Background: an optimization exercise with open tools, aiming at a short achievable clock period and few clock cycles. Do not read the settings as production practice.
Only simulation tests tie the RTL to the original design; equivalence was not proved.
Power is estimated from default activity; no workload was simulated.

== the baseline ==
// CPU
module CPU (
         clk,
         reset,
         imem_addr,
         imem_data,
         dmem_addr,
         dmem_wdata,
         dmem_wen,
         dmem_rdata
       );
input wire clk, reset;
output [8: 0] imem_addr;
input [31: 0] imem_data;
output [31: 0] dmem_addr;
output [31: 0] dmem_wdata;
output dmem_wen;
input [31: 0] dmem_rdata;
reg [31: 0] pc;
reg [31: 0] ras;        
reg [31: 0] jlast;      
reg         d_v;
reg [31: 0] d_ins, d_pc4, d_pnpc, d_rsv, d_rtv;
reg         d_pt;
reg         e_we, e_load, e_store, e_br, e_jr, e_jalr, e_pt;
reg [4: 0]  e_rd, e_sh;
reg [31: 0] e_a, e_b, e_sd, e_jt, e_pnpc, e_alt;
reg         e_fa, e_fb, e_fs, e_fal, e_fam, e_fbl, e_fbm;
reg         e_add, e_sub, e_and, e_or, e_xor, e_nor, e_slt, e_sltu, e_sll, e_srl, e_sra;
reg         e_beq, e_bne, e_blez, e_bgtz, e_bltz, e_bgez;
reg         m_we, m_load, m_store;
reg [4: 0]  m_rd;
reg [31: 0] m_res, m_sd;
reg         w_we, w2_we;
reg [4: 0]  w_rd, w2_rd;
reg [31: 0] w_d, w2_d;
wire stall, d_exc, ex_redir;
wire [31: 0] ex_tgt;
wire [31: 0] pc4 = {pc[31], pc[30: 0] + 31'd4};
assign imem_addr = pc[10: 2];
wire [31: 0] fi = imem_data;
wire [5: 0] f_op = fi[31: 26];
wire [5: 0] f_fn = fi[5: 0];
wire f_j = (f_op[5: 1] == 5'b00001);
wire f_jal = (f_op == 6'h03);
wire f_jr = (f_op == 6'h00) && (f_fn == 6'h08);
wire f_jalr = (f_op == 6'h00) && (f_fn == 6'h09);
wire f_bt = ((f_op == 6'h01) || (f_op[5: 2] == 4'b0001)) && fi[15];
wire [18: 0] f_lo;
  ...
For scale: roughly 8,000 cells after synthesis, ~140 I/O pins, roughly 94,000 um^2 of cells after synthesis.
export LEC_CHECK = 0
export CAP_MARGIN = 20
export CORE_MARGIN = 2
export CORE_UTILIZATION = 55
export SETUP_SLACK_MARGIN = 4.5
export SLEW_MARGIN = 20
create_clock -name core_clock -period 7.0 [get_ports {clk}]
run.sh (not shown) runs the stock make flow with config.mk's settings and CLKGATE_MAP_FILE= SYNTH_SCRIPT=/design/flow/synth_recipe.tcl, a recipe that flattens the netlist after the stock synthesis.
Testbench counts of the baseline, summed over its fixed seeds: cycles 64,628.
Inputs modified between the baseline and the candidate:
--- a/flow/design.v
+++ b/flow/design.v
@@ -244,23 +244,24 @@
 wire rt_w2 = w2_we && w2_rd == rt;
 wire [31: 0] rs_val =
        rs_m ? m_wd :
        rs_w ? w_d :
        rs_w2 ? w2_d :
        d_rsv;
 wire [31: 0] rt_val =
        rt_m ? m_wd :
        rt_w ? w_d :
        rt_w2 ? w2_d :
        d_rtv;
-assign stall = e_load && ok && (r_jr | r_jalr) && e_rd == rs;
+assign stall = e_load && ok && (((r_jr | r_jalr | i_br) && use_rs && e_rd == rs) ||
+                                (i_br && use_rt && e_rd == rt));
 wire [31: 0] sext = {{16{imm[15]}}, imm};
 wire [31: 0] zext = {16'h0, imm};
 wire [31: 0] btgt;
 PrefixAdder #(32, 6) badd_u(.a(d_pc4), .b({sext[29: 0], 2'b00}), .cin(1'b0), .s(btgt), .cout());
 wire [31: 0] epc = d_pc4 - 32'd4;
 wire [31: 0] a_next =
        d_exc ? epc :
        link ? d_pc4 :
        i_lui ? 32'h0 :
        rs_val;
 wire [31: 0] b_next =
@@ -377,33 +378,34 @@
        ({32{e_xor}} & (ea ^ eb)) |
        ({32{e_nor}} & ~(ea | eb)) |
        ({32{e_sll}} & shl) |
        ({32{e_srl}} & shr) |
        ({32{e_sra}} & sha);
 wire slt_bit = (e_slt & lt) | (e_sltu & ltu);
 wire [31: 0] result =
        ({32{e_add}} & sum) |
        ({32{e_sub}} & dif) |
        {other[31: 1], other[0] | slt_bit};
 wire eq_nn = (e_a == e_b);
-wire eq_fn = (m_wd == e_b);
-wire eq_nf = (e_a == m_wd);
+wire eq_fn = (m_res == e_b);
+wire eq_nf = (e_a == m_res);
 wire eq = e_fa ? (e_fb ? 1'b1 : eq_fn) : (e_fb ? eq_nf : eq_nn);
-wire az = e_fa ? (m_wd == 32'h0) : (e_a == 32'h0);
+wire az = e_fa ? (m_res == 32'h0) : (e_a == 32'h0);
+wire an = e_fa ? m_res[31] : e_a[31];
 wire taken =
      (e_beq & eq) |
      (e_bne & ~eq) |
-     (e_blez & (ea[31] | az)) |
-     (e_bgtz & ~ea[31] & ~az) |
-     (e_bltz & ea[31]) |
-     (e_bgez & ~ea[31]);
+     (e_blez & (an | az)) |
+     (e_bgtz & ~an & ~az) |
+     (e_bltz & an) |
+     (e_bgez & ~an);
 wire br_redir = e_br && (taken != e_pt);
 wire jr_redir = e_jr && (e_jt != e_pnpc);
 assign ex_redir = br_redir || jr_redir;
 assign ex_tgt = e_jr ? e_jt : e_alt;
 always @(posedge clk)
   if (reset)
     jlast <= 32'h0;
   else if (e_jalr)
     jlast <= e_jt;
 wire [31: 0] sd = e_fs ? m_wd : e_sd;
 always @(posedge clk)
### Flow results
The candidate | stages: all done | timing, DRC, antenna: all pass. [compare] base=the baseline new=the candidate: critical path depth now smaller, overall power after layout now smaller, maximum clock frequency now larger, worst setup slack now larger. For post-synth design cell area, the candidate and the baseline come out practically identical. Going from the baseline to the candidate, quantity of I/O buffers inserted on ports roughly the same; die outline height roughly the same. Summary of the candidate over the baseline: global routing met2 resource utilization now sits lower; die outline area now sits at about the same level. Area of the multi-input gates across the candidate and the baseline: no real change. Going from the baseline to the candidate, the post-CTS setup repair buffer count was found to have gone up by 12%. Looking at worst relative slew slack, the candidate sits below the baseline. A kind of critical path of flip-flop to flip-flop is what the candidate shows, while input pin to flip-flop belongs to the baseline. The final reports for the candidate and the baseline show relative area change from synthesis to final layout lower in the former. Non-clock buffer contribution to total cell area: the candidate and the baseline compared, higher one is the baseline.
Testbench counts of the candidate, summed over its fixed seeds: cycles 64,629.

[afterwards: timing with drivers on the ports]
The results above use ideal ports. As a check the final layouts listed here were re-extracted and re-timed, cells and wires unchanged.
Step 1, drivers: a clkbuf_16 drives clk and a buf_2 each remaining input, both assumed.
Step 2, shift: input delay + t, output delay - t, t = (earliest + latest rising clock arrival at the registers) / 2. This alone moves slack from input paths to output paths.
a / b / c = ideal / step 1 / step 2; a / b = the first two.
run	t, ns	slack for setup (ns)	worst hold slack (ns)	worst slew at a driven data input, ns
the baseline	0.943	3.122 / 3.125 / 2.245	0.341 / 0.341 / 0.341	0.52
the candidate	0.939	3.236 / 3.236 / 2.367	0.339 / 0.339 / 0.339	0.44
After both steps every run listed still meets setup and hold. For the baseline, which loses most, drivers alone change the setup slack by +0.003 ns; drivers and shift together by -0.877 ns.
